What follows belongs to an exercise in optimizing a design on an open flow for small area; a production flow would make more cautious choices. Only simulation tests tie the RTL to the original design; equivalence was not proved. Power is estimated from default activity; no workload was simulated.

== run X ==
==> module Controller_StateMachine, before the edit <==
module Controller_StateMachine(ADC, clk, Find_Setting, rst_n, LED_Drive, DC_Comp, LED_IR, LED_RED, PGA_Gain,
                               RED_ADC_Value, IR_ADC_Next, CLK_Filter);
	input  wire [7:0] ADC;
	input  wire clk;
	input  wire rst_n;           
	input  wire Find_Setting;
	output wire [3:0] LED_Drive;
	output reg  [6:0] DC_Comp;
	output wire LED_IR;
	output wire LED_RED;
	output reg  [3:0] PGA_Gain;
	output reg  [7:0] RED_ADC_Value;  
	output wire [7:0] IR_ADC_Next;    
	output reg  CLK_Filter;
	localparam [3:0] S_IDLE  = 4'd0,   
	                 S_RST4  = 4'd1,   
	                 S_ROP   = 4'd2,
	                 S_RGAIN = 4'd3,
	                 S_IOP   = 4'd4,
	                 S_IGAIN = 4'd5,
	                 S_AR    = 4'd6,
	                 S_AI    = 4'd7,
	                 S_ALT   = 4'd8;
	reg [3:0]  st;
	reg [1:0]  prev;         
	reg [15:0] gw;           
	reg [4:0]  cnt;
	reg [7:0]  vmin, vmax;
	reg [6:0]  oth_op;
	reg [3:0]  oth_g;
	reg        led_ir;
	reg [7:0]  IR_ADC_Value;
	assign LED_Drive = 4'd10;
	assign LED_IR  = led_ir;
	assign LED_RED = ~led_ir;
	wire in_reset = (st == S_IDLE) | (st == S_RST4);
	wire win_done = cnt[4] & cnt[2];
	wire aw_ok    = cnt[3] & cnt[1];
	wire in_alt   = (st == S_ALT) | (st == S_AR) | (st == S_AI);
	wire in_rng = (ADC < 8'd240) & (ADC > 8'd5);
	wire clip   = (ADC > 8'd240) | (ADC < 8'd5);
	wire gw_ok  = (|gw[15:10]) | (gw[9] & ((|gw[8:6]) | (gw[5] & (|gw[4:0]))));
	wire [8:0] cmin, cmax;
	assign cmin[0] = 1'b1;    
	assign cmax[0] = 1'b0;    
	genvar gi;
	generate for (gi = 0; gi < 8; gi = gi + 1) begin : cmp
		assign cmin[gi+1] = (ADC[gi] & ~vmin[gi]) | (cmin[gi] & (ADC[gi] | ~vmin[gi]));
		assign cmax[gi+1] = (ADC[gi] & ~vmax[gi]) | (cmax[gi] & (ADC[gi] | ~vmax[gi]));
	end endgenerate
	wire lt_min = ~cmin[8];
	wire gt_max = cmax[8];
	wire [7:0] dcy;           
	wire [7:2] q;             
	assign dcy[1] = vmax[0] | ~vmin[0];
	assign dcy[2] = (vmax[1] & ~vmin[1]) | (dcy[1] & (vmax[1] | ~vmin[1]));
	generate for (gi = 2; gi < 7; gi = gi + 1) begin : sub
		FA u(.a(vmax[gi]), .b(~vmin[gi]), .c(dcy[gi]), .s(q[gi]), .co(dcy[gi+1]));
	end endgenerate
	assign q[7] = vmax[7] ^ ~vmin[7] ^ dcy[7];
	wire [7:0] mid;
	wire [7:0] mcy;
	HA m0(.a(vmin[0]), .b(q[2]), .s(mid[0]), .co(mcy[1]));
	generate for (gi = 1; gi < 6; gi = gi + 1) begin : add
		FA u(.a(vmin[gi]), .b(q[gi+2]), .c(mcy[gi]), .s(mid[gi]), .co(mcy[gi+1]));
	end endgenerate
	HA m6(.a(vmin[6]), .b(mcy[6]), .s(mid[6]), .co(mcy[7]));
	assign mid[7] = vmin[7] ^ mcy[7];
	wire accept = (mid >= 8'd117) & (mid <= 8'd137);
	wire [15:0] gw_inc;
	wire [15:0] gcy;
	assign gw_inc[0] = ~gw[0];
	assign gcy[1] = gw[0];
	generate for (gi = 1; gi < 15; gi = gi + 1) begin : ginc
		HA u(.a(gw[gi]), .b(gcy[gi]), .s(gw_inc[gi]), .co(gcy[gi+1]));
	end endgenerate
	assign gw_inc[15] = gw[15] ^ gcy[15];
	assign IR_ADC_Next = rst_n ? 8'd0 :
	                     Find_Setting ? IR_ADC_Value :
	                     in_reset ? 8'd0 :
	                     ((st == S_ALT) & (prev == 2'd2)) ? ADC : IR_ADC_Value;
	always @(posedge clk) begin
		IR_ADC_Value <= IR_ADC_Next;
		if (rst_n) CLK_Filter <= 1'b0;
		else CLK_Filter <= ~CLK_Filter;
	end
	always @(posedge clk) begin
		if (rst_n) begin
			st <= S_IDLE;
			prev <= 2'd0;
			led_ir <= 1'b0;
			DC_Comp <= 7'd0;
			PGA_Gain <= 4'd0;
			gw <= 16'd545;
			cnt <= 5'd0;
			vmin <= 8'd255;
			vmax <= 8'd0;
			RED_ADC_Value <= 8'd0;
		end else if (Find_Setting) begin
			st <= S_ROP;
			if (in_alt) cnt <= 5'd1;
		end else begin
			case (st)
			S_IDLE, S_RST4: begin
				led_ir <= 1'b0;
				DC_Comp <= 7'd0;
				PGA_Gain <= 4'd0;
				gw <= 16'd545;
				cnt <= 5'd0;
				vmin <= 8'd255;
				vmax <= 8'd0;
				RED_ADC_Value <= 8'd0;
				st <= (st == S_RST4) ? S_IOP : S_IDLE;
			end
			S_ROP, S_IOP: begin
				if (st == S_IOP) led_ir <= 1'b1;
				if (!win_done) begin
					if (lt_min) vmin <= ADC;
					if (gt_max) vmax <= ADC;
					cnt <= cnt + 5'd1;
				end else begin
					vmin <= 8'd255;
					vmax <= 8'd0;
					cnt <= 5'd1;
					if (accept) begin
						if (st == S_ROP) begin oth_op <= DC_Comp; st <= S_RGAIN; end
						else st <= S_IGAIN;
					end else
						DC_Comp <= DC_Comp + 7'd10;
				end
			end
			S_RGAIN, S_IGAIN: begin
				if (in_rng & gw_ok) PGA_Gain <= PGA_Gain + 4'd1;
				if ((in_rng & gw_ok) | clip) gw <= 16'd1;
				else gw <= gw_inc;
				if (clip) begin
					if (st == S_RGAIN) begin oth_g <= PGA_Gain; st <= S_RST4; end
					else begin st <= S_ALT; cnt <= 5'd10; end
				end
			end
			S_ALT: begin
				if (aw_ok) begin
					cnt <= 5'd1;
					st <= (prev == 2'd1) ? S_AI : S_AR;
				end else
					cnt <= cnt + 5'd1;
				if (prev == 2'd1) RED_ADC_Value <= ADC;
			end
			S_AR, S_AI: begin
				if (led_ir != (st == S_AI)) begin
					DC_Comp <= oth_op;
					oth_op <= DC_Comp;
					PGA_Gain <= oth_g;
					oth_g <= PGA_Gain;
				end
				led_ir <= (st == S_AI);
				st <= S_ALT;
				prev <= (st == S_AI) ? 2'd2 : 2'd1;
			end
			default: ;
			endcase
		end
	end
endmodule
==> flow/config.mk <==
export PLATFORM = sky130hd
export DESIGN_NAME = Top_Module_Controller_and_FIR
export DESIGN_NICKNAME = Top_Module_Controller_and_FIR
export VERILOG_FILES = /design/flow/design.v
export SDC_FILE = /design/flow/constraint.sdc
export NUM_CORES = 4
export LEC_CHECK = 0
export CAP_MARGIN = 20
export CORE_MARGIN = 2
export CORE_UTILIZATION = 60
export SLEW_MARGIN = 20
export SYNTH_HIERARCHICAL = 1
==> flow/constraint.sdc <==
create_clock -name core_clock -period 10.0 [get_ports {clk}]
set_input_delay 2.0000 -clock core_clock [delete_from_list [all_inputs] [get_ports {clk}]]
set_output_delay 2.0000 -clock core_clock [all_outputs]
set_load 0.01 [all_outputs]
standard.sh (not shown) runs the stock make flow with config.mk's settings and CLKGATE_MAP_FILE= SYNTH_SCRIPT=/design/flow/synth_recipe.tcl, a recipe that flattens the netlist after the stock synthesis.
==> flow/flow/run.sh <==
#!/bin/bash
# Layout flow: the standard ORFS flow (standard.sh: the standard synthesis,
# floorplan, power grid, tap cells, placement, CTS, routing), with two settings
# passed to it through the environment:
#  - every port still gets its own buffer, but the smallest one (buf_1);
#  - the clock tree uses clkbuf_8 sink clusters and no dummy loads.
# The whole make output goes to flow_make.log in this folder; ORFS also writes
# each step's log under orfs/logs/.
set -euo pipefail
export BUFFER_PORTS_ARGS="-buffer_cell sky130_fd_sc_hd__buf_1"
export CTS_ARGS="-sink_clustering_enable -repair_clock_nets -dont_use_dummy_load -buf_list sky130_fd_sc_hd__clkbuf_8 -sink_clustering_size 18 -sink_clustering_max_diameter 60"
bash standard.sh finish > flow_make.log 2>&1
Changes in run C relative to run X:
--- a/flow/design.v
+++ b/flow/design.v
@@ -445,23 +445,23 @@
 	                 S_AI    = 4'd7,
 	                 S_ALT   = 4'd8;
 	reg [3:0]  st;
 	reg [1:0]  prev;         
 	reg [15:0] gw;           
-	reg [4:0]  cnt;
+	reg [3:0]  aw;           
+	reg [4:0]  cnt;          
 	reg [7:0]  vmin, vmax;
 	reg [6:0]  oth_op;
 	reg [3:0]  oth_g;
 	reg        led_ir;
 	reg [7:0]  IR_ADC_Value;
 	assign LED_Drive = 4'd10;
 	assign LED_IR  = led_ir;
 	assign LED_RED = ~led_ir;
 	wire in_reset = (st == S_IDLE) | (st == S_RST4);
 	wire win_done = cnt[4] & cnt[2];
-	wire aw_ok    = cnt[3] & cnt[1];
-	wire in_alt   = (st == S_ALT) | (st == S_AR) | (st == S_AI);
+	wire aw_ok    = aw[3] & aw[1];
 	wire in_rng = (ADC < 8'd240) & (ADC > 8'd5);
 	wire clip   = (ADC > 8'd240) | (ADC < 8'd5);
 	wire gw_ok  = (|gw[15:10]) | (gw[9] & ((|gw[8:6]) | (gw[5] & (|gw[4:0]))));
 	wire [8:0] cmin, cmax;
 	assign cmin[0] = 1'b1;    
@@ -516,24 +516,25 @@
 			PGA_Gain <= 4'd0;
 			gw <= 16'd545;
 			cnt <= 5'd0;
 			vmin <= 8'd255;
 			vmax <= 8'd0;
+			aw <= 4'd10;
 			RED_ADC_Value <= 8'd0;
 		end else if (Find_Setting) begin
 			st <= S_ROP;
-			if (in_alt) cnt <= 5'd1;
 		end else begin
 			case (st)
 			S_IDLE, S_RST4: begin
 				led_ir <= 1'b0;
 				DC_Comp <= 7'd0;
 				PGA_Gain <= 4'd0;
 				gw <= 16'd545;
 				cnt <= 5'd0;
 				vmin <= 8'd255;
 				vmax <= 8'd0;
+				aw <= 4'd10;
 				RED_ADC_Value <= 8'd0;
 				st <= (st == S_RST4) ? S_IOP : S_IDLE;
 			end
 			S_ROP, S_IOP: begin
 				if (st == S_IOP) led_ir <= 1'b1;
@@ -556,19 +557,19 @@
 				if (in_rng & gw_ok) PGA_Gain <= PGA_Gain + 4'd1;
 				if ((in_rng & gw_ok) | clip) gw <= 16'd1;
 				else gw <= gw_inc;
 				if (clip) begin
 					if (st == S_RGAIN) begin oth_g <= PGA_Gain; st <= S_RST4; end
-					else begin st <= S_ALT; cnt <= 5'd10; end
+					else st <= S_ALT;
 				end
 			end
 			S_ALT: begin
 				if (aw_ok) begin
-					cnt <= 5'd1;
+					aw <= 4'd1;
 					st <= (prev == 2'd1) ? S_AI : S_AR;
 				end else
-					cnt <= cnt + 5'd1;
+					aw <= aw + 4'd1;
 				if (prev == 2'd1) RED_ADC_Value <= ADC;
 			end
 			S_AR, S_AI: begin
 				if (led_ir != (st == S_AI)) begin
 					DC_Comp <= oth_op;
Results
Post-route clock period utilization ends up higher on run X. Total number of sequential cells, run X and run C: smaller value in run X. Global-route wire length before repair, run C vs run X: up by a few percent. In the metrics for run X and run C, the one carrying the higher power share of the clock group is run X. Switching share of total power across run X and run C: no real change. Comparing the two runs side by side, run C comes out ahead of run X on highest attainable clock frequency. As of run C, sequential cell area had risen slightly compared to run X. In the metrics for run X and run C, the one carrying the higher post-route standard cell area excluding fillers is run C. Comparing run X and run C, xor/xnor cell area share of the yosys netlist is higher on run C. Run X -> run C: synthesized cell count increased slightly. Run X ended up with Filters.h[0] as its critical path startpoint; run C ended up with Filters.h[1]. Changes observed in run C relative to run X: maximum single-stage delay on the critical path increased by 0.04 ns relative to the old numbers, fraction of area in multi-input gates closely matched the old numbers, depth of the critical timing path with buffers and inverters included closely matched the old numbers. Looking at starting density of the core across run X and run C, the one that comes out higher is run X. Looking at the reports, run C completed the entire flow and the layout it produced met the timing, DRC and antenna checks.

afterwards: timing with drivers on the ports:
No port has a modelled driver above. Below, the same layouts with a new extraction and two added sets of constraints. Step 1 sets driving cells, clkbuf_16 on the clock port and buf_2 on the other inputs (assumed; they add their load-dependent delay and slew). Step 2 also shifts input and output timing later by t, the mid clock arrival at the registers, as if the neighbouring blocks saw the same clock. Slacks: ideal / step 1 / step 2; pairs: ideal / step 1.
run	t (ns)	slack for setup (ns)	worst setup path at the end	latest minus earliest clock arrival (ns)
run X	0.643	0.255 / 0.255 / 0.255	register to register	0.112 / 0.112
run C	0.633	0.329 / 0.329 / 0.329	register to register	0.088 / 0.087
After both steps every run listed still meets setup and hold.
